Source: an optimization exercise on an open RTL-to-GDS flow (aim: small area). Production flows keep margins and buffers that such runs may drop.
The RTL was checked by simulation tests, not by an equivalence proof against the original design.
Power and IR drop assume default switching activity.

<file path="flow/config.mk">
export PLATFORM = sky130hd
export DESIGN_NAME = Cajero
export DESIGN_NICKNAME = Cajero
export VERILOG_FILES = /design/flow/design.v
export SDC_FILE = /design/flow/constraint.sdc
export NUM_CORES = 4
export LEC_CHECK = 0
export CAP_MARGIN = 20
export CORE_MARGIN = 2
export CORE_UTILIZATION = 40
export SLEW_MARGIN = 20
</file>
<file path="flow/constraint.sdc">
create_clock -name core_clock -period 8.0 [get_ports {Clk}]
set_input_delay 1.6000 -clock core_clock [delete_from_list [all_inputs] [get_ports {Clk}]]
set_output_delay 1.6000 -clock core_clock [all_outputs]
set_load 0.01 [all_outputs]
</file>
<file path="flow/design.v">
module Cajero_xor2(input a, b, output y); assign y = a ^ b; endmodule
module Cajero_xnor2(input a, b, output y); assign y = ~(a ^ b); endmodule
module Cajero_nand2(input a, b, output y); assign y = ~(a & b); endmodule
module Cajero_nor2(input a, b, output y); assign y = ~(a | b); endmodule
module Cajero_and2(input a, b, output y); assign y = a & b; endmodule
module Cajero_mux2i(input s, a0, a1, output y); assign y = ~(s ? a1 : a0); endmodule
module Cajero_a21oi(input a1, a2, b1, output y); assign y = ~((a1 & a2) | b1); endmodule
module Cajero_o21ai(input a1, a2, b1, output y); assign y = ~((a1 | a2) & b1); endmodule
module Cajero_a21o(input a1, a2, b1, output y); assign y = (a1 & a2) | b1; endmodule
module Cajero_a31o(input a1, a2, a3, b1, output y); assign y = (a1 & a2 & a3) | b1; endmodule
module Cajero_and4(input a, b, c, d, output y); assign y = a & b & c & d; endmodule
module Cajero_nor4(input a, b, c, d, output y); assign y = ~(a | b | c | d); endmodule
module Cajero_and4bb(input a_n, b_n, c, d, output y); assign y = ~a_n & ~b_n & c & d; endmodule
module Cajero(input Clk, Reset,
              input TARJETA_RECIBIDA, TIPO_TRANS,
              input [15:0] PIN,
              input DIGITO_STB, MONTO_STB,
              input [3:0] DIGITO,
              input [31:0] MONTO,
              input [63:0] BALANCE_INICIAL,
              output [63:0] BALANCE,
              output BALANCE_ACTUALIZADO, ENTREGAR_DINERO,
              output PIN_INCORRECTO, ADVERTENCIA, BLOQUEO, FONDOS_INSUFICIENTES);
    localparam S_IDLE = 3'd0, S_WAIT = 3'd1, S_AUTH = 3'd2, S_BLK = 3'd3,
               S_DEP  = 3'd4, S_WD   = 3'd5, S_NF   = 3'd6;
    reg [2:0]  st, nst;
    reg [2:0]  cnt, ncnt;       
    reg [1:0]  att, natt;       
    reg [31:0] amtn;            
    always @(posedge Clk, negedge Reset)
        if (~Reset) begin
            st  <= S_IDLE;
            cnt <= 3'd0;
            att <= 2'd0;
        end else begin
            st  <= nst;
            cnt <= ncnt;
            att <= natt;
        end
    wire auth = (st == S_AUTH);
    wire sub  = (st == S_WD);
    wire inv_hi = auth | sub;   
    wire [31:0] yn = ~(MONTO ^ {32{TIPO_TRANS}});
    wire [15:0] dig = amtn[15:0];   
    always @(posedge Clk) begin
        amtn[31:16] <= yn[31:16];
        if (auth) amtn[15:0] <= yn[15:0];
        else if (DIGITO_STB) amtn[15:0] <= {amtn[11:0], DIGITO};
    end
    wire [31:0] a = BALANCE_INICIAL[31:0];
    wire [31:0] b;              
    wire [31:0] p;              
    wire [31:0] gn;             
    wire [31:0] g;              
    wire [32:0] c;              
    wire [31:0] sl;
    wire [4:0] bc;              
    assign bc[0] = sub;
    Cajero_mux2i u_b0 (.s(auth), .a0(amtn[0]), .a1(MONTO[0]), .y(b[0]));
    Cajero_xor2 u_p0 (.a(a[0]), .b(b[0]), .y(p[0]));
    Cajero_and2 u_g0 (.a(a[0]), .b(b[0]), .y(g[0]));
    Cajero_mux2i u_b1 (.s(auth), .a0(amtn[1]), .a1(MONTO[1]), .y(b[1]));
    Cajero_xnor2 u_p1 (.a(a[1]), .b(b[1]), .y(p[1]));
    Cajero_nand2 u_g1 (.a(a[1]), .b(b[1]), .y(gn[1]));
    assign g[1] = 1'b0;
    Cajero_mux2i u_b2 (.s(auth), .a0(amtn[2]), .a1(MONTO[2]), .y(b[2]));
    Cajero_xor2 u_p2 (.a(a[2]), .b(b[2]), .y(p[2]));
    Cajero_and2 u_g2 (.a(a[2]), .b(b[2]), .y(g[2]));
    Cajero_mux2i u_b3 (.s(auth), .a0(amtn[3]), .a1(MONTO[3]), .y(b[3]));
    Cajero_xnor2 u_p3 (.a(a[3]), .b(b[3]), .y(p[3]));
    Cajero_nand2 u_g3 (.a(a[3]), .b(b[3]), .y(gn[3]));
    assign g[3] = 1'b0;
    Cajero_mux2i u_b4 (.s(auth), .a0(amtn[4]), .a1(MONTO[4]), .y(b[4]));
    Cajero_xor2 u_p4 (.a(a[4]), .b(b[4]), .y(p[4]));
    Cajero_and2 u_g4 (.a(a[4]), .b(b[4]), .y(g[4]));
    Cajero_mux2i u_b5 (.s(auth), .a0(amtn[5]), .a1(MONTO[5]), .y(b[5]));
    Cajero_xnor2 u_p5 (.a(a[5]), .b(b[5]), .y(p[5]));
    Cajero_nand2 u_g5 (.a(a[5]), .b(b[5]), .y(gn[5]));
    assign g[5] = 1'b0;
    Cajero_mux2i u_b6 (.s(auth), .a0(amtn[6]), .a1(MONTO[6]), .y(b[6]));
    Cajero_xor2 u_p6 (.a(a[6]), .b(b[6]), .y(p[6]));
    Cajero_and2 u_g6 (.a(a[6]), .b(b[6]), .y(g[6]));
    Cajero_mux2i u_b7 (.s(auth), .a0(amtn[7]), .a1(MONTO[7]), .y(b[7]));
    Cajero_xnor2 u_p7 (.a(a[7]), .b(b[7]), .y(p[7]));
    Cajero_nand2 u_g7 (.a(a[7]), .b(b[7]), .y(gn[7]));
    assign g[7] = 1'b0;
    Cajero_mux2i u_b8 (.s(auth), .a0(amtn[8]), .a1(MONTO[8]), .y(b[8]));
    Cajero_xor2 u_p8 (.a(a[8]), .b(b[8]), .y(p[8]));
    Cajero_and2 u_g8 (.a(a[8]), .b(b[8]), .y(g[8]));
    Cajero_mux2i u_b9 (.s(auth), .a0(amtn[9]), .a1(MONTO[9]), .y(b[9]));
    Cajero_xnor2 u_p9 (.a(a[9]), .b(b[9]), .y(p[9]));
    Cajero_nand2 u_g9 (.a(a[9]), .b(b[9]), .y(gn[9]));
    assign g[9] = 1'b0;
    Cajero_mux2i u_b10 (.s(auth), .a0(amtn[10]), .a1(MONTO[10]), .y(b[10]));
    Cajero_xor2 u_p10 (.a(a[10]), .b(b[10]), .y(p[10]));
    Cajero_and2 u_g10 (.a(a[10]), .b(b[10]), .y(g[10]));
    Cajero_mux2i u_b11 (.s(auth), .a0(amtn[11]), .a1(MONTO[11]), .y(b[11]));
    Cajero_xnor2 u_p11 (.a(a[11]), .b(b[11]), .y(p[11]));
    Cajero_nand2 u_g11 (.a(a[11]), .b(b[11]), .y(gn[11]));
    assign g[11] = 1'b0;
    Cajero_mux2i u_b12 (.s(auth), .a0(amtn[12]), .a1(MONTO[12]), .y(b[12]));
    Cajero_xor2 u_p12 (.a(a[12]), .b(b[12]), .y(p[12]));
    Cajero_and2 u_g12 (.a(a[12]), .b(b[12]), .y(g[12]));
    Cajero_mux2i u_b13 (.s(auth), .a0(amtn[13]), .a1(MONTO[13]), .y(b[13]));
    Cajero_xnor2 u_p13 (.a(a[13]), .b(b[13]), .y(p[13]));
    Cajero_nand2 u_g13 (.a(a[13]), .b(b[13]), .y(gn[13]));
    assign g[13] = 1'b0;
    Cajero_mux2i u_b14 (.s(auth), .a0(amtn[14]), .a1(MONTO[14]), .y(b[14]));
    Cajero_xor2 u_p14 (.a(a[14]), .b(b[14]), .y(p[14]));
    Cajero_and2 u_g14 (.a(a[14]), .b(b[14]), .y(g[14]));
    Cajero_mux2i u_b15 (.s(auth), .a0(amtn[15]), .a1(MONTO[15]), .y(b[15]));
    Cajero_xnor2 u_p15 (.a(a[15]), .b(b[15]), .y(p[15]));
    Cajero_nand2 u_g15 (.a(a[15]), .b(b[15]), .y(gn[15]));
    assign g[15] = 1'b0;
    Cajero_mux2i u_b16 (.s(auth), .a0(amtn[16]), .a1(MONTO[16]), .y(b[16]));
    Cajero_xor2 u_p16 (.a(a[16]), .b(b[16]), .y(p[16]));
    Cajero_and2 u_g16 (.a(a[16]), .b(b[16]), .y(g[16]));
    Cajero_mux2i u_b17 (.s(auth), .a0(amtn[17]), .a1(MONTO[17]), .y(b[17]));
    Cajero_xnor2 u_p17 (.a(a[17]), .b(b[17]), .y(p[17]));
    Cajero_nand2 u_g17 (.a(a[17]), .b(b[17]), .y(gn[17]));
    assign g[17] = 1'b0;
    Cajero_mux2i u_b18 (.s(auth), .a0(amtn[18]), .a1(MONTO[18]), .y(b[18]));
    Cajero_xor2 u_p18 (.a(a[18]), .b(b[18]), .y(p[18]));
    Cajero_and2 u_g18 (.a(a[18]), .b(b[18]), .y(g[18]));
    Cajero_mux2i u_b19 (.s(auth), .a0(amtn[19]), .a1(MONTO[19]), .y(b[19]));
    Cajero_xnor2 u_p19 (.a(a[19]), .b(b[19]), .y(p[19]));
    Cajero_nand2 u_g19 (.a(a[19]), .b(b[19]), .y(gn[19]));
    assign g[19] = 1'b0;
    Cajero_mux2i u_b20 (.s(auth), .a0(amtn[20]), .a1(MONTO[20]), .y(b[20]));
    Cajero_xor2 u_p20 (.a(a[20]), .b(b[20]), .y(p[20]));
    Cajero_and2 u_g20 (.a(a[20]), .b(b[20]), .y(g[20]));
    Cajero_mux2i u_b21 (.s(auth), .a0(amtn[21]), .a1(MONTO[21]), .y(b[21]));
    Cajero_xnor2 u_p21 (.a(a[21]), .b(b[21]), .y(p[21]));
    Cajero_nand2 u_g21 (.a(a[21]), .b(b[21]), .y(gn[21]));
    assign g[21] = 1'b0;
    Cajero_mux2i u_b22 (.s(auth), .a0(amtn[22]), .a1(MONTO[22]), .y(b[22]));
    Cajero_xor2 u_p22 (.a(a[22]), .b(b[22]), .y(p[22]));
    Cajero_and2 u_g22 (.a(a[22]), .b(b[22]), .y(g[22]));
    Cajero_mux2i u_b23 (.s(auth), .a0(amtn[23]), .a1(MONTO[23]), .y(b[23]));
    Cajero_xnor2 u_p23 (.a(a[23]), .b(b[23]), .y(p[23]));
    Cajero_nand2 u_g23 (.a(a[23]), .b(b[23]), .y(gn[23]));
    assign g[23] = 1'b0;
    Cajero_mux2i u_b24 (.s(auth), .a0(amtn[24]), .a1(MONTO[24]), .y(b[24]));
    Cajero_xor2 u_p24 (.a(a[24]), .b(b[24]), .y(p[24]));
    Cajero_and2 u_g24 (.a(a[24]), .b(b[24]), .y(g[24]));
    Cajero_mux2i u_b25 (.s(auth), .a0(amtn[25]), .a1(MONTO[25]), .y(b[25]));
    Cajero_xnor2 u_p25 (.a(a[25]), .b(b[25]), .y(p[25]));
    Cajero_nand2 u_g25 (.a(a[25]), .b(b[25]), .y(gn[25]));
    assign g[25] = 1'b0;
    Cajero_mux2i u_b26 (.s(auth), .a0(amtn[26]), .a1(MONTO[26]), .y(b[26]));
    Cajero_xor2 u_p26 (.a(a[26]), .b(b[26]), .y(p[26]));
    Cajero_and2 u_g26 (.a(a[26]), .b(b[26]), .y(g[26]));
    Cajero_mux2i u_b27 (.s(auth), .a0(amtn[27]), .a1(MONTO[27]), .y(b[27]));
    Cajero_xnor2 u_p27 (.a(a[27]), .b(b[27]), .y(p[27]));
    Cajero_nand2 u_g27 (.a(a[27]), .b(b[27]), .y(gn[27]));
    assign g[27] = 1'b0;
    Cajero_mux2i u_b28 (.s(auth), .a0(amtn[28]), .a1(MONTO[28]), .y(b[28]));
    Cajero_xor2 u_p28 (.a(a[28]), .b(b[28]), .y(p[28]));
    Cajero_and2 u_g28 (.a(a[28]), .b(b[28]), .y(g[28]));
    Cajero_mux2i u_b29 (.s(auth), .a0(amtn[29]), .a1(MONTO[29]), .y(b[29]));
    Cajero_xnor2 u_p29 (.a(a[29]), .b(b[29]), .y(p[29]));
    Cajero_nand2 u_g29 (.a(a[29]), .b(b[29]), .y(gn[29]));
    assign g[29] = 1'b0;
    Cajero_mux2i u_b30 (.s(auth), .a0(amtn[30]), .a1(MONTO[30]), .y(b[30]));
    Cajero_xor2 u_p30 (.a(a[30]), .b(b[30]), .y(p[30]));
    Cajero_and2 u_g30 (.a(a[30]), .b(b[30]), .y(g[30]));
    Cajero_mux2i u_b31 (.s(auth), .a0(amtn[31]), .a1(MONTO[31]), .y(b[31]));
    Cajero_xnor2 u_p31 (.a(a[31]), .b(b[31]), .y(p[31]));
    Cajero_nand2 u_g31 (.a(a[31]), .b(b[31]), .y(gn[31]));
    assign g[31] = 1'b0;
    assign c[0] = bc[0];
    Cajero_a21oi u_c0 (.a1(p[0]), .a2(c[0]), .b1(g[0]), .y(c[1]));
    Cajero_o21ai u_c1 (.a1(p[1]), .a2(c[1]), .b1(gn[1]), .y(c[2]));
    Cajero_a21oi u_c2 (.a1(p[2]), .a2(c[2]), .b1(g[2]), .y(c[3]));
    Cajero_o21ai u_c3 (.a1(p[3]), .a2(c[3]), .b1(gn[3]), .y(c[4]));
    Cajero_a21oi u_c4 (.a1(p[4]), .a2(c[4]), .b1(g[4]), .y(c[5]));
    Cajero_o21ai u_c5 (.a1(p[5]), .a2(c[5]), .b1(gn[5]), .y(c[6]));
    Cajero_a21oi u_c6 (.a1(p[6]), .a2(c[6]), .b1(g[6]), .y(c[7]));
    Cajero_o21ai u_c7 (.a1(p[7]), .a2(c[7]), .b1(gn[7]), .y(c[8]));
    assign bc[1] = c[8];
    Cajero_a21oi u_c8 (.a1(p[8]), .a2(c[8]), .b1(g[8]), .y(c[9]));
    Cajero_o21ai u_c9 (.a1(p[9]), .a2(c[9]), .b1(gn[9]), .y(c[10]));
    Cajero_a21oi u_c10 (.a1(p[10]), .a2(c[10]), .b1(g[10]), .y(c[11]));
    Cajero_o21ai u_c11 (.a1(p[11]), .a2(c[11]), .b1(gn[11]), .y(c[12]));
    Cajero_a21oi u_c12 (.a1(p[12]), .a2(c[12]), .b1(g[12]), .y(c[13]));
    Cajero_o21ai u_c13 (.a1(p[13]), .a2(c[13]), .b1(gn[13]), .y(c[14]));
    Cajero_a21oi u_c14 (.a1(p[14]), .a2(c[14]), .b1(g[14]), .y(c[15]));
    wire [8:1] h1;
    Cajero_nand2 u_h1_0 (.a(a[8]), .b(b[8]), .y(h1[1]));
    Cajero_o21ai u_h1_1 (.a1(p[9]), .a2(h1[1]), .b1(gn[9]), .y(h1[2]));
    Cajero_a21oi u_h1_2 (.a1(p[10]), .a2(h1[2]), .b1(g[10]), .y(h1[3]));
    Cajero_o21ai u_h1_3 (.a1(p[11]), .a2(h1[3]), .b1(gn[11]), .y(h1[4]));
    Cajero_a21oi u_h1_4 (.a1(p[12]), .a2(h1[4]), .b1(g[12]), .y(h1[5]));
    Cajero_o21ai u_h1_5 (.a1(p[13]), .a2(h1[5]), .b1(gn[13]), .y(h1[6]));
    Cajero_a21oi u_h1_6 (.a1(p[14]), .a2(h1[6]), .b1(g[14]), .y(h1[7]));
    Cajero_o21ai u_h1_7 (.a1(p[15]), .a2(h1[7]), .b1(gn[15]), .y(h1[8]));
    wire pe1, po1;
    Cajero_and4 u_pe1 (.a(p[8]), .b(p[10]), .c(p[12]), .d(p[14]), .y(pe1));
    Cajero_nor4 u_po1 (.a(p[9]), .b(p[11]), .c(p[13]), .d(p[15]), .y(po1));
    Cajero_a31o u_bc1 (.a1(pe1), .a2(po1), .a3(bc[1]), .b1(h1[8]), .y(bc[2]));
    assign c[16] = bc[2];
    Cajero_a21oi u_c16 (.a1(p[16]), .a2(c[16]), .b1(g[16]), .y(c[17]));
    Cajero_o21ai u_c17 (.a1(p[17]), .a2(c[17]), .b1(gn[17]), .y(c[18]));
    Cajero_a21oi u_c18 (.a1(p[18]), .a2(c[18]), .b1(g[18]), .y(c[19]));
    Cajero_o21ai u_c19 (.a1(p[19]), .a2(c[19]), .b1(gn[19]), .y(c[20]));
    Cajero_a21oi u_c20 (.a1(p[20]), .a2(c[20]), .b1(g[20]), .y(c[21]));
    Cajero_o21ai u_c21 (.a1(p[21]), .a2(c[21]), .b1(gn[21]), .y(c[22]));
    Cajero_a21oi u_c22 (.a1(p[22]), .a2(c[22]), .b1(g[22]), .y(c[23]));
    wire [8:1] h2;
    Cajero_nand2 u_h2_0 (.a(a[16]), .b(b[16]), .y(h2[1]));
    Cajero_o21ai u_h2_1 (.a1(p[17]), .a2(h2[1]), .b1(gn[17]), .y(h2[2]));
    Cajero_a21oi u_h2_2 (.a1(p[18]), .a2(h2[2]), .b1(g[18]), .y(h2[3]));
    Cajero_o21ai u_h2_3 (.a1(p[19]), .a2(h2[3]), .b1(gn[19]), .y(h2[4]));
    Cajero_a21oi u_h2_4 (.a1(p[20]), .a2(h2[4]), .b1(g[20]), .y(h2[5]));
    Cajero_o21ai u_h2_5 (.a1(p[21]), .a2(h2[5]), .b1(gn[21]), .y(h2[6]));
    Cajero_a21oi u_h2_6 (.a1(p[22]), .a2(h2[6]), .b1(g[22]), .y(h2[7]));
    Cajero_o21ai u_h2_7 (.a1(p[23]), .a2(h2[7]), .b1(gn[23]), .y(h2[8]));
    wire pe2, po2;
    Cajero_and4 u_pe2 (.a(p[16]), .b(p[18]), .c(p[20]), .d(p[22]), .y(pe2));
    Cajero_nor4 u_po2 (.a(p[17]), .b(p[19]), .c(p[21]), .d(p[23]), .y(po2));
    Cajero_a31o u_bc2 (.a1(pe2), .a2(po2), .a3(bc[2]), .b1(h2[8]), .y(bc[3]));
    assign c[24] = bc[3];
    Cajero_a21oi u_c24 (.a1(p[24]), .a2(c[24]), .b1(g[24]), .y(c[25]));
    Cajero_o21ai u_c25 (.a1(p[25]), .a2(c[25]), .b1(gn[25]), .y(c[26]));
    Cajero_a21oi u_c26 (.a1(p[26]), .a2(c[26]), .b1(g[26]), .y(c[27]));
    Cajero_o21ai u_c27 (.a1(p[27]), .a2(c[27]), .b1(gn[27]), .y(c[28]));
    Cajero_a21oi u_c28 (.a1(p[28]), .a2(c[28]), .b1(g[28]), .y(c[29]));
    Cajero_o21ai u_c29 (.a1(p[29]), .a2(c[29]), .b1(gn[29]), .y(c[30]));
    Cajero_a21oi u_c30 (.a1(p[30]), .a2(c[30]), .b1(g[30]), .y(c[31]));
    wire [8:1] h3;
    Cajero_nand2 u_h3_0 (.a(a[24]), .b(b[24]), .y(h3[1]));
    Cajero_o21ai u_h3_1 (.a1(p[25]), .a2(h3[1]), .b1(gn[25]), .y(h3[2]));
    Cajero_a21oi u_h3_2 (.a1(p[26]), .a2(h3[2]), .b1(g[26]), .y(h3[3]));
    Cajero_o21ai u_h3_3 (.a1(p[27]), .a2(h3[3]), .b1(gn[27]), .y(h3[4]));
    Cajero_a21oi u_h3_4 (.a1(p[28]), .a2(h3[4]), .b1(g[28]), .y(h3[5]));
    Cajero_o21ai u_h3_5 (.a1(p[29]), .a2(h3[5]), .b1(gn[29]), .y(h3[6]));
    Cajero_a21oi u_h3_6 (.a1(p[30]), .a2(h3[6]), .b1(g[30]), .y(h3[7]));
    Cajero_o21ai u_h3_7 (.a1(p[31]), .a2(h3[7]), .b1(gn[31]), .y(h3[8]));
    wire pe3, po3;
    Cajero_and4 u_pe3 (.a(p[24]), .b(p[26]), .c(p[28]), .d(p[30]), .y(pe3));
    Cajero_nor4 u_po3 (.a(p[25]), .b(p[27]), .c(p[29]), .d(p[31]), .y(po3));
    Cajero_a31o u_bc3 (.a1(pe3), .a2(po3), .a3(bc[3]), .b1(h3[8]), .y(bc[4]));
    Cajero_xor2 u_s0 (.a(p[0]), .b(c[0]), .y(sl[0]));
    Cajero_xor2 u_s1 (.a(p[1]), .b(c[1]), .y(sl[1]));
    Cajero_xor2 u_s2 (.a(p[2]), .b(c[2]), .y(sl[2]));
    Cajero_xor2 u_s3 (.a(p[3]), .b(c[3]), .y(sl[3]));
    Cajero_xor2 u_s4 (.a(p[4]), .b(c[4]), .y(sl[4]));
    Cajero_xor2 u_s5 (.a(p[5]), .b(c[5]), .y(sl[5]));
    Cajero_xor2 u_s6 (.a(p[6]), .b(c[6]), .y(sl[6]));
    Cajero_xor2 u_s7 (.a(p[7]), .b(c[7]), .y(sl[7]));
    Cajero_xor2 u_s8 (.a(p[8]), .b(c[8]), .y(sl[8]));
    Cajero_xor2 u_s9 (.a(p[9]), .b(c[9]), .y(sl[9]));
    Cajero_xor2 u_s10 (.a(p[10]), .b(c[10]), .y(sl[10]));
    Cajero_xor2 u_s11 (.a(p[11]), .b(c[11]), .y(sl[11]));
    Cajero_xor2 u_s12 (.a(p[12]), .b(c[12]), .y(sl[12]));
    Cajero_xor2 u_s13 (.a(p[13]), .b(c[13]), .y(sl[13]));
    Cajero_xor2 u_s14 (.a(p[14]), .b(c[14]), .y(sl[14]));
    Cajero_xor2 u_s15 (.a(p[15]), .b(c[15]), .y(sl[15]));
    Cajero_xor2 u_s16 (.a(p[16]), .b(c[16]), .y(sl[16]));
    Cajero_xor2 u_s17 (.a(p[17]), .b(c[17]), .y(sl[17]));
    Cajero_xor2 u_s18 (.a(p[18]), .b(c[18]), .y(sl[18]));
    Cajero_xor2 u_s19 (.a(p[19]), .b(c[19]), .y(sl[19]));
    Cajero_xor2 u_s20 (.a(p[20]), .b(c[20]), .y(sl[20]));
    Cajero_xor2 u_s21 (.a(p[21]), .b(c[21]), .y(sl[21]));
    Cajero_xor2 u_s22 (.a(p[22]), .b(c[22]), .y(sl[22]));
    Cajero_xor2 u_s23 (.a(p[23]), .b(c[23]), .y(sl[23]));
    Cajero_xor2 u_s24 (.a(p[24]), .b(c[24]), .y(sl[24]));
    Cajero_xor2 u_s25 (.a(p[25]), .b(c[25]), .y(sl[25]));
    Cajero_xor2 u_s26 (.a(p[26]), .b(c[26]), .y(sl[26]));
    Cajero_xor2 u_s27 (.a(p[27]), .b(c[27]), .y(sl[27]));
    Cajero_xor2 u_s28 (.a(p[28]), .b(c[28]), .y(sl[28]));
    Cajero_xor2 u_s29 (.a(p[29]), .b(c[29]), .y(sl[29]));
    Cajero_xor2 u_s30 (.a(p[30]), .b(c[30]), .y(sl[30]));
    Cajero_xor2 u_s31 (.a(p[31]), .b(c[31]), .y(sl[31]));
    wire c32 = bc[4];
    wire [31:0] ah = BALANCE_INICIAL[63:32];
    wire cc, ccn;               
    wire [32:0] q;              
    wire [31:0] x;              
    wire [31:0] t;              
    wire [31:0] sh;
    assign q[0] = 1'b1;
    Cajero_xor2 u_cc (.a(c32), .b(sub), .y(cc));
    Cajero_xnor2 u_ccn (.a(c32), .b(sub), .y(ccn));
    Cajero_xor2 u_x0 (.a(ah[0]), .b(inv_hi), .y(x[0]));
    assign q[1] = x[0];
    assign t[0] = 1'b0;
    Cajero_xor2 u_t0 (.a(ah[0]), .b(cc), .y(sh[0]));
    Cajero_xor2 u_x1 (.a(ah[1]), .b(inv_hi), .y(x[1]));
    Cajero_nand2 u_q1 (.a(q[1]), .b(x[1]), .y(q[2]));
    Cajero_nand2 u_t1 (.a(q[1]), .b(cc), .y(t[1]));
    Cajero_xnor2 u_sh1 (.a(ah[1]), .b(t[1]), .y(sh[1]));
    Cajero_xnor2 u_x2 (.a(ah[2]), .b(inv_hi), .y(x[2]));
    Cajero_nor2 u_q2 (.a(q[2]), .b(x[2]), .y(q[3]));
    Cajero_nor2 u_t2 (.a(q[2]), .b(ccn), .y(t[2]));
    Cajero_xor2 u_sh2 (.a(ah[2]), .b(t[2]), .y(sh[2]));
    Cajero_xor2 u_x3 (.a(ah[3]), .b(inv_hi), .y(x[3]));
    Cajero_nand2 u_q3 (.a(q[3]), .b(x[3]), .y(q[4]));
    Cajero_nand2 u_t3 (.a(q[3]), .b(cc), .y(t[3]));
    Cajero_xnor2 u_sh3 (.a(ah[3]), .b(t[3]), .y(sh[3]));
    Cajero_xnor2 u_x4 (.a(ah[4]), .b(inv_hi), .y(x[4]));
    Cajero_nor2 u_q4 (.a(q[4]), .b(x[4]), .y(q[5]));
    Cajero_nor2 u_t4 (.a(q[4]), .b(ccn), .y(t[4]));
    Cajero_xor2 u_sh4 (.a(ah[4]), .b(t[4]), .y(sh[4]));
    Cajero_xor2 u_x5 (.a(ah[5]), .b(inv_hi), .y(x[5]));
    Cajero_nand2 u_q5 (.a(q[5]), .b(x[5]), .y(q[6]));
    Cajero_nand2 u_t5 (.a(q[5]), .b(cc), .y(t[5]));
    Cajero_xnor2 u_sh5 (.a(ah[5]), .b(t[5]), .y(sh[5]));
    Cajero_xnor2 u_x6 (.a(ah[6]), .b(inv_hi), .y(x[6]));
    Cajero_nor2 u_q6 (.a(q[6]), .b(x[6]), .y(q[7]));
    Cajero_nor2 u_t6 (.a(q[6]), .b(ccn), .y(t[6]));
    Cajero_xor2 u_sh6 (.a(ah[6]), .b(t[6]), .y(sh[6]));
    Cajero_xor2 u_x7 (.a(ah[7]), .b(inv_hi), .y(x[7]));
    Cajero_nand2 u_q7 (.a(q[7]), .b(x[7]), .y(q[8]));
    Cajero_nand2 u_t7 (.a(q[7]), .b(cc), .y(t[7]));
    Cajero_xnor2 u_sh7 (.a(ah[7]), .b(t[7]), .y(sh[7]));
    Cajero_xnor2 u_x8 (.a(ah[8]), .b(inv_hi), .y(x[8]));
    Cajero_nor2 u_q8 (.a(q[8]), .b(x[8]), .y(q[9]));
    Cajero_nor2 u_t8 (.a(q[8]), .b(ccn), .y(t[8]));
    Cajero_xor2 u_sh8 (.a(ah[8]), .b(t[8]), .y(sh[8]));
    Cajero_xor2 u_x9 (.a(ah[9]), .b(inv_hi), .y(x[9]));
    Cajero_nand2 u_q9 (.a(q[9]), .b(x[9]), .y(q[10]));
    Cajero_nand2 u_t9 (.a(q[9]), .b(cc), .y(t[9]));
    Cajero_xnor2 u_sh9 (.a(ah[9]), .b(t[9]), .y(sh[9]));
    Cajero_xnor2 u_x10 (.a(ah[10]), .b(inv_hi), .y(x[10]));
    Cajero_nor2 u_q10 (.a(q[10]), .b(x[10]), .y(q[11]));
    Cajero_nor2 u_t10 (.a(q[10]), .b(ccn), .y(t[10]));
    Cajero_xor2 u_sh10 (.a(ah[10]), .b(t[10]), .y(sh[10]));
    Cajero_xor2 u_x11 (.a(ah[11]), .b(inv_hi), .y(x[11]));
    Cajero_nand2 u_q11 (.a(q[11]), .b(x[11]), .y(q[12]));
    Cajero_nand2 u_t11 (.a(q[11]), .b(cc), .y(t[11]));
    Cajero_xnor2 u_sh11 (.a(ah[11]), .b(t[11]), .y(sh[11]));
    Cajero_xnor2 u_x12 (.a(ah[12]), .b(inv_hi), .y(x[12]));
    Cajero_nor2 u_q12 (.a(q[12]), .b(x[12]), .y(q[13]));
    Cajero_nor2 u_t12 (.a(q[12]), .b(ccn), .y(t[12]));
    Cajero_xor2 u_sh12 (.a(ah[12]), .b(t[12]), .y(sh[12]));
    Cajero_xor2 u_x13 (.a(ah[13]), .b(inv_hi), .y(x[13]));
    Cajero_nand2 u_q13 (.a(q[13]), .b(x[13]), .y(q[14]));
    Cajero_nand2 u_t13 (.a(q[13]), .b(cc), .y(t[13]));
    Cajero_xnor2 u_sh13 (.a(ah[13]), .b(t[13]), .y(sh[13]));
    Cajero_xnor2 u_x14 (.a(ah[14]), .b(inv_hi), .y(x[14]));
    Cajero_nor2 u_q14 (.a(q[14]), .b(x[14]), .y(q[15]));
    Cajero_nor2 u_t14 (.a(q[14]), .b(ccn), .y(t[14]));
    Cajero_xor2 u_sh14 (.a(ah[14]), .b(t[14]), .y(sh[14]));
    Cajero_xor2 u_x15 (.a(ah[15]), .b(inv_hi), .y(x[15]));
    Cajero_nand2 u_q15 (.a(q[15]), .b(x[15]), .y(q[16]));
    Cajero_nand2 u_t15 (.a(q[15]), .b(cc), .y(t[15]));
    Cajero_xnor2 u_sh15 (.a(ah[15]), .b(t[15]), .y(sh[15]));
    Cajero_xnor2 u_x16 (.a(ah[16]), .b(inv_hi), .y(x[16]));
    Cajero_nor2 u_q16 (.a(q[16]), .b(x[16]), .y(q[17]));
    Cajero_nor2 u_t16 (.a(q[16]), .b(ccn), .y(t[16]));
    Cajero_xor2 u_sh16 (.a(ah[16]), .b(t[16]), .y(sh[16]));
    Cajero_xor2 u_x17 (.a(ah[17]), .b(inv_hi), .y(x[17]));
    Cajero_nand2 u_q17 (.a(q[17]), .b(x[17]), .y(q[18]));
    Cajero_nand2 u_t17 (.a(q[17]), .b(cc), .y(t[17]));
    Cajero_xnor2 u_sh17 (.a(ah[17]), .b(t[17]), .y(sh[17]));
    Cajero_xnor2 u_x18 (.a(ah[18]), .b(inv_hi), .y(x[18]));
    Cajero_nor2 u_q18 (.a(q[18]), .b(x[18]), .y(q[19]));
    Cajero_nor2 u_t18 (.a(q[18]), .b(ccn), .y(t[18]));
    Cajero_xor2 u_sh18 (.a(ah[18]), .b(t[18]), .y(sh[18]));
    Cajero_xor2 u_x19 (.a(ah[19]), .b(inv_hi), .y(x[19]));
    Cajero_nand2 u_q19 (.a(q[19]), .b(x[19]), .y(q[20]));
    Cajero_nand2 u_t19 (.a(q[19]), .b(cc), .y(t[19]));
    Cajero_xnor2 u_sh19 (.a(ah[19]), .b(t[19]), .y(sh[19]));
    Cajero_xnor2 u_x20 (.a(ah[20]), .b(inv_hi), .y(x[20]));
    Cajero_nor2 u_q20 (.a(q[20]), .b(x[20]), .y(q[21]));
    Cajero_nor2 u_t20 (.a(q[20]), .b(ccn), .y(t[20]));
    Cajero_xor2 u_sh20 (.a(ah[20]), .b(t[20]), .y(sh[20]));
    Cajero_xor2 u_x21 (.a(ah[21]), .b(inv_hi), .y(x[21]));
    Cajero_nand2 u_q21 (.a(q[21]), .b(x[21]), .y(q[22]));
    Cajero_nand2 u_t21 (.a(q[21]), .b(cc), .y(t[21]));
    Cajero_xnor2 u_sh21 (.a(ah[21]), .b(t[21]), .y(sh[21]));
    Cajero_xnor2 u_x22 (.a(ah[22]), .b(inv_hi), .y(x[22]));
    Cajero_nor2 u_q22 (.a(q[22]), .b(x[22]), .y(q[23]));
    Cajero_nor2 u_t22 (.a(q[22]), .b(ccn), .y(t[22]));
    Cajero_xor2 u_sh22 (.a(ah[22]), .b(t[22]), .y(sh[22]));
    Cajero_xor2 u_x23 (.a(ah[23]), .b(inv_hi), .y(x[23]));
    Cajero_nand2 u_q23 (.a(q[23]), .b(x[23]), .y(q[24]));
    Cajero_nand2 u_t23 (.a(q[23]), .b(cc), .y(t[23]));
    Cajero_xnor2 u_sh23 (.a(ah[23]), .b(t[23]), .y(sh[23]));
    Cajero_xnor2 u_x24 (.a(ah[24]), .b(inv_hi), .y(x[24]));
    Cajero_nor2 u_q24 (.a(q[24]), .b(x[24]), .y(q[25]));
    Cajero_nor2 u_t24 (.a(q[24]), .b(ccn), .y(t[24]));
    Cajero_xor2 u_sh24 (.a(ah[24]), .b(t[24]), .y(sh[24]));
    Cajero_xor2 u_x25 (.a(ah[25]), .b(inv_hi), .y(x[25]));
    Cajero_nand2 u_q25 (.a(q[25]), .b(x[25]), .y(q[26]));
    Cajero_nand2 u_t25 (.a(q[25]), .b(cc), .y(t[25]));
    Cajero_xnor2 u_sh25 (.a(ah[25]), .b(t[25]), .y(sh[25]));
    Cajero_xnor2 u_x26 (.a(ah[26]), .b(inv_hi), .y(x[26]));
    Cajero_nor2 u_q26 (.a(q[26]), .b(x[26]), .y(q[27]));
    Cajero_nor2 u_t26 (.a(q[26]), .b(ccn), .y(t[26]));
    Cajero_xor2 u_sh26 (.a(ah[26]), .b(t[26]), .y(sh[26]));
    Cajero_xor2 u_x27 (.a(ah[27]), .b(inv_hi), .y(x[27]));
    Cajero_nand2 u_q27 (.a(q[27]), .b(x[27]), .y(q[28]));
    Cajero_nand2 u_t27 (.a(q[27]), .b(cc), .y(t[27]));
    Cajero_xnor2 u_sh27 (.a(ah[27]), .b(t[27]), .y(sh[27]));
    Cajero_xnor2 u_x28 (.a(ah[28]), .b(inv_hi), .y(x[28]));
    Cajero_nor2 u_q28 (.a(q[28]), .b(x[28]), .y(q[29]));
    Cajero_nor2 u_t28 (.a(q[28]), .b(ccn), .y(t[28]));
    Cajero_xor2 u_sh28 (.a(ah[28]), .b(t[28]), .y(sh[28]));
    Cajero_xor2 u_x29 (.a(ah[29]), .b(inv_hi), .y(x[29]));
    Cajero_nand2 u_q29 (.a(q[29]), .b(x[29]), .y(q[30]));
    Cajero_nand2 u_t29 (.a(q[29]), .b(cc), .y(t[29]));
    Cajero_xnor2 u_sh29 (.a(ah[29]), .b(t[29]), .y(sh[29]));
    Cajero_xnor2 u_x30 (.a(ah[30]), .b(inv_hi), .y(x[30]));
    Cajero_nor2 u_q30 (.a(q[30]), .b(x[30]), .y(q[31]));
    Cajero_nor2 u_t30 (.a(q[30]), .b(ccn), .y(t[30]));
    Cajero_xor2 u_sh30 (.a(ah[30]), .b(t[30]), .y(sh[30]));
    Cajero_xor2 u_x31 (.a(ah[31]), .b(inv_hi), .y(x[31]));
    Cajero_nand2 u_q31 (.a(q[31]), .b(x[31]), .y(q[32]));
    Cajero_nand2 u_t31 (.a(q[31]), .b(cc), .y(t[31]));
    Cajero_xnor2 u_sh31 (.a(ah[31]), .b(t[31]), .y(sh[31]));
    assign BALANCE = {sh, sl};
    wire gt = q[32] | c32;
    wire eq = (dig == PIN);
    wire waiting = (st == S_WAIT);
    wire check = waiting & cnt[2];
    assign PIN_INCORRECTO       = check & ~eq;
    assign ADVERTENCIA          = PIN_INCORRECTO & att[0];
    assign BLOQUEO              = (st == S_BLK);
    assign BALANCE_ACTUALIZADO  = (st == S_DEP) | (st == S_WD);
    assign ENTREGAR_DINERO      = sub;
    assign FONDOS_INSUFICIENTES = (st == S_NF);
    always @* begin
        nst  = st;
        ncnt = 3'd0;
        natt = 2'd0;
        case (st)
            S_IDLE: if (TARJETA_RECIBIDA) nst = S_WAIT;
            S_WAIT: begin
                natt = att;
                ncnt = cnt;
                if (cnt[2]) begin
                    if (eq) nst = S_AUTH;
                    else begin
                        ncnt = 3'd0;
                        natt = att + 2'd1;
                        if (att[1]) nst = S_BLK;
                    end
                end else if (DIGITO_STB) ncnt = cnt + 3'd1;
            end
            S_AUTH: if (MONTO_STB) nst = TIPO_TRANS ? (gt ? S_WD : S_NF) : S_DEP;
            S_BLK: nst = S_BLK;
            default: nst = S_IDLE;
        endcase
    end
endmodule
</file>
<file path="flow/flow/run.sh">
#!/bin/bash
set -euo pipefail
W=$(pwd)
bash standard.sh "SYNTH_SCRIPT=$W/flow/synth_area.tcl" \
  "BUFFER_PORTS_ARGS=-buffer_cell sky130_fd_sc_hd__buf_1" finish > "$W/flow_make.log" 2>&1
</file>
<file path="flow/flow/abc_amap.script">
strash
dch -f
amap
</file>
<file path="flow/flow/leafmap.v">
// Maps the design's one-gate modules (Cajero_<gate>) to the library gate of the same function.
module Cajero_xor2  (input a, b, output y);          sky130_fd_sc_hd__xor2_1  _TECHMAP_REPLACE_ (.A(a), .B(b), .X(y)); endmodule
module Cajero_xnor2 (input a, b, output y);          sky130_fd_sc_hd__xnor2_1 _TECHMAP_REPLACE_ (.A(a), .B(b), .Y(y)); endmodule
module Cajero_nand2 (input a, b, output y);          sky130_fd_sc_hd__nand2_1 _TECHMAP_REPLACE_ (.A(a), .B(b), .Y(y)); endmodule
module Cajero_nor2  (input a, b, output y);          sky130_fd_sc_hd__nor2_1  _TECHMAP_REPLACE_ (.A(a), .B(b), .Y(y)); endmodule
module Cajero_and2  (input a, b, output y);          sky130_fd_sc_hd__and2_1  _TECHMAP_REPLACE_ (.A(a), .B(b), .X(y)); endmodule
module Cajero_mux2i (input s, a0, a1, output y);     sky130_fd_sc_hd__mux2i_1 _TECHMAP_REPLACE_ (.S(s), .A0(a0), .A1(a1), .Y(y)); endmodule
module Cajero_a21oi (input a1, a2, b1, output y);    sky130_fd_sc_hd__a21oi_1 _TECHMAP_REPLACE_ (.A1(a1), .A2(a2), .B1(b1), .Y(y)); endmodule
module Cajero_o21ai (input a1, a2, b1, output y);    sky130_fd_sc_hd__o21ai_0 _TECHMAP_REPLACE_ (.A1(a1), .A2(a2), .B1(b1), .Y(y)); endmodule
module Cajero_a21o  (input a1, a2, b1, output y);    sky130_fd_sc_hd__a21o_1  _TECHMAP_REPLACE_ (.A1(a1), .A2(a2), .B1(b1), .X(y)); endmodule
module Cajero_a31o  (input a1, a2, a3, b1, output y); sky130_fd_sc_hd__a31o_1 _TECHMAP_REPLACE_ (.A1(a1), .A2(a2), .A3(a3), .B1(b1), .X(y)); endmodule
module Cajero_and4  (input a, b, c, d, output y);    sky130_fd_sc_hd__and4_1  _TECHMAP_REPLACE_ (.A(a), .B(b), .C(c), .D(d), .X(y)); endmodule
module Cajero_nor4  (input a, b, c, d, output y);    sky130_fd_sc_hd__nor4_1  _TECHMAP_REPLACE_ (.A(a), .B(b), .C(c), .D(d), .Y(y)); endmodule
module Cajero_and4bb(input a_n, b_n, c, d, output y); sky130_fd_sc_hd__and4bb_1 _TECHMAP_REPLACE_ (.A_N(a_n), .B_N(b_n), .C(c), .D(d), .X(y)); endmodule
</file>
<file path="flow/flow/synth_area.tcl">
set my_dir [file dirname [file normalize [info script]]]
set leaf_mapped 0
proc hierarchy {args} {
  yosys hierarchy {*}$args
  if { !$::leaf_mapped } {
    set ::leaf_mapped 1
    yosys techmap -map $::my_dir/leafmap.v
  }
}
proc extract_fa {args} { puts "extract_fa skipped" }
proc abc {args} {
  set i [lsearch -exact $args -script]
  if { $i >= 0 } { set args [lreplace $args $i [expr {$i + 1}] -script $::my_dir/abc_amap.script] }
  puts "abc $args"
  yosys abc {*}$args
}
source [file join [file dirname $my_dir] synth_recipe.tcl]
</file>
<file path="flow/standard.sh">
#!/bin/bash
# synth_recipe.tcl (not shown) runs the flow's synth.tcl, then flattens the netlist and writes it again
# the make line also repeats each setting of config.mk as NAME=value (left out here)
make -C /OpenROAD-flow-scripts/flow DESIGN_CONFIG=/design/flow/config.mk WORK_HOME=/design/flow/orfs CLKGATE_MAP_FILE= SYNTH_SCRIPT=/design/flow/synth_recipe.tcl "${@:-finish}"
</file>
==> reports/qor.yml <==
setup_path:
  criticalPathCategory: "primary input to primary output"
  critPathBufInv: 2
  max_stage_delay_ps: 310
  reg2reg_from: "st[1]$_DFFE_PN0P_"
  reg2reg_depth: 39
  cp-start-kind: "primary input"
  cp_top_family: "compound AO/OA/AOI/OAI gates"
  cpMostUsedCell: "a21oi_1"
  worstPathArrival_ps: 5800
  slowest_stage: "a31o_1"
  cp-end-kind: "primary output"
  reg2reg_slack_ps: 2420
  crit_chain: "buf_1, mux2i_1, xor2_1, a21oi_1, o21ai_1, a21oi_1, o21ai_0, a21oi_1, o21ai_0, a21oi_1, o21ai_1, a31o_1, a31o_1, a21oi_1, o21ai_0, a21oi_1, o21ai_1, a21oi_1, o21ai_1, a21oi_1, xor2_1, buf_1"
  reg2reg_to: "st[0]$_DFFE_PN0P_"
  worstPathRequired_ps: 6400
  crit_start: "MONTO[0]"
  critPathMaxFanout: 3
detailed_routing:
  vias: 4283
  routedWlPerCell_um: 12.8
  first_pass_iters: 4
  vias_per_cell: 4.87
  drt-total-wl_mm: 11.2
  drc: 0
  detail-route-antenna-nets: 0
  drt-initial-drc-count: 153
global_routing:
  antenna_found_initial: 0
  grt_first_pass_wirelength_mm: 18.2
  grt_max_degree: 35
  gr-total-overflow: 0
  track_usage_pct: 20.0
  grt_pass1_vias: 4046
die:
  fp.coreArea_um2: 9770
  dieWidth_um: 105
  io-pin-count: 192
  initial_core_util_pct: 41.4
  fp-row-count: 36
  dieArea_um2: 10900
  fp.dieH_um: 105
cells_and_area:
  final_util_pct: 52.2
  fin_nets: 867
  diodes: 0
  multi_input_area_um2: 2980
  finalNonFillerCells: 879
  syn_to_final_growth_pct: 26.3
  layout-drive-gt1-share_pct: 3.22
  nFillCells: 1006
  seqCellArea_um2: 1000
placement:
  post-dp-hpwl_mm: 9.21
  dp_cells: 869
  place.gp.congestion: 0.794
  portBuffers: 191
  place_ws_ps: 205
clock_network:
  postCtsHoldBufs: 0
  cts_tree: "built"
  clk_path_buf_depth: 2
  path_clk_slew_ps: 80
  cts_root_buf: "clkbuf_8"
  numCtsBuffers: 5
  clock_sinks: 40
  htreeDepth: 2
  clkLatencyLatePin_ps: 300
power_and_ir_drop:
  power_density_nw_per_um2: 160
  clkPwrFrac_pct: 16.5
  p_total_mw: 0.819
  switching_share_pct: 43.7
  p_int_mw: 0.461
  seq_power_share_pct: 32.2
  p_leak_nw: 1.80
  power_frac_comb_pct: 51.3
  p_switching_mw: 0.358
  ir_drop_mv: 0.0959
sta:
  tightest_slew_ps: 878
  setup_viol: 0
  fin_crit_ps: 7400
  slew_viol_final: 0
  setup_ws_ps: 596
  hold_viol: 0
  max_freq_ghz: 0.135
  rsz0062_at_grt: "false"
  slew_headroom_pct: 41.1
  clock_skew_ps: 10.9
  final.setup.tns_ps: 0
  finalCritPeriodShare_pct: 92.5
run:
  maxCapViolCount: 0
logic_synthesis:
  synth_area_leaders: "xor2_1 18%, edfxtp_1 12%, xnor2_1 11%"
  synth_seq_cells: 40
  yosys.area.top_type: "xor2_1"
  synth_cell_types: 24
  synth_top_area_share_pct: 18.0
  synth_nets: 661
  synth_area_um2: 4040
  yosysWarnings: 1
  syn_area_per_cell_um2: 7.50
  synth_cells: 539
  seq_area_frac_synth_pct: 24.8
min_path:
  worstHoldPathCells: 1
  hold_end: "att[0]$_DFFE_PN0P_"
  hold_path_class: "flop to flop"
  hp-start: "att[0]$_DFFE_PN0P_"
outcome:
  status: "complete, no violations"
power groups by stage:
stage / sequential [mW] / clock [mW] / combinational, mW
floorplan: 0.263 / 0 / 0.282
global placement: 0.266 / 0 / 0.412
detailed placement: 0.268 / 0 / 0.418
CTS: 0.263 / 0.140 / 0.420
global route: 0.267 / 0.148 / 0.470
finish: 0.264 / 0.135 / 0.420
synth_stat cells (all sizes together):
| cell type | n |
|---|---|
| xnor2 | 49 |
| dfrtp | 8 |
| o21ai | 37 |
| a31o | 4 |
| and3 | 1 |
| nand3 | 2 |
| nor2 | 83 |
| o221ai | 4 |
| a21oi | 67 |
| o211ai | 1 |
| o31ai | 1 |
| o22ai | 11 |
| xor2 | 83 |
| nor4 | 4 |
| a2111oi | 3 |
| clkinv | 27 |
| dfxtp | 16 |
| mux2i | 32 |
| and2 | 16 |
| nand2 | 61 |
| edfxtp | 16 |
| nor3 | 7 |
| and4 | 4 |
| or2 | 2 |
flip-flops by register name, summed over array words and instances, names as in the netlist:
name,flops
amtn,32
att,2
cnt,3
st,3
cell type report:
cell class,count,share of cell area (%)
inverters,27,1.98
clock inverters,2,0.221
well taps,133,3.26
clock buffers,6,1.42
multi-input cells,472,58.3
repair buffers,199,15.2
flip-flops and latches,40,19.6
through the flow:
| stage | instance area [um2] | hold slack (ps) |
|---|---|---|
| final | 5110 | 478 |
| after global routing | 5110 | 497 |
| after CTS | 5070 | 487 |
| after floorplan | 4060 | 440 |
| after detailed placement | 4980 | 475 |
| after global placement | 4980 | 458 |
routing by layer:
layer / wire [um] / vias up / global-route usage (%) / share of wire (%)
met1: 5060 / 1880 / 25.8 / 45
li1: - / 2265 / - / -
met5: 0 / - / 0 / 0
met4: 189 / 0 / 5.31 / 1.7
met2: 5220 / 120 / 33.7 / 46
met3: 767 / 18 / 4.49 / 6.8
timing repair:
action | in CTS | in global routing
setup buffers | 0 | 2
endpoints found under the hold margin | 0 | 0
endpoints found under the setup margin | 0 | 7
resized for setup | 0 | 11
logic make-up (layout without fill, tap and decap cells):
| group | after synthesis | after routing | synth area share (%) |
|---|---|---|---|
| simple gates | 180 | 180 | 18.9 |
| xor+xnor | 132 | 132 | 28.6 |
| compound gates | 128 | 128 | 17.3 |
| flops | 40 | 40 | 24.8 |
| mux | 32 | 32 | 7.92 |
| buf+inv | 27 | 234 | 2.51 |
worst max-delay path by stage:
stage | to | slack (ps) | depth (start not counted)
2_1_floorplan | BALANCE[63] | 240 | 36
3_3_place_gp | BALANCE[31] | 430 | 22
3_5_place_dp | BALANCE[31] | 200 | 22
4_1_cts | BALANCE[31] | 190 | 22
5_1_grt | BALANCE[63] | 10 | 35
6_report | BALANCE[31] | 600 | 22
placed cells by master, fill, tap and decap left out, types with 2 or more instances in the layout:
cell and instances:
nor2_1 78, dfxtp_1 16, nand3_1 2, clkinv_1 27, o21ai_1 4, xor2_1 83, dfrtp_1 8, o21ai_0 33
and4_1 4, o22ai_1 11, buf_1 190, nor3_1 6, and2_1 16, mux2i_1 32, a21oi_1 67, nor2_2 5
o221ai_1 4, nand2_1 61, buf_4 8, a2111oi_0 3, clkbuf_8 5, nor4_1 4, a31o_1 4, edfxtp_1 16
xnor2_1 48

==> separate check: timing with driven ports <==
No port has a modelled driver above. Below, the same layout with a new extraction and two added sets of constraints.
Step 1 assumes that a clkbuf_16 drives the clock port and a buf_2 every other input.
Step 2 times the ports against the registers' clock, not the clock port: input delays grow and output delays shrink by t, the midpoint of the rising clock arrivals with the driver on.
Slacks: no drivers / after step 1 / after step 2; pairs: no drivers / after step 1.
shift t [ns]: 0.327
setup slack, ns: 0.596 / 0.571 / 0.571
worst setup path after step 2: input to output
After both steps setup and hold are still met in this run. For this run, drivers alone change the setup slack by -0.025 ns; drivers and shift together by -0.025 ns.
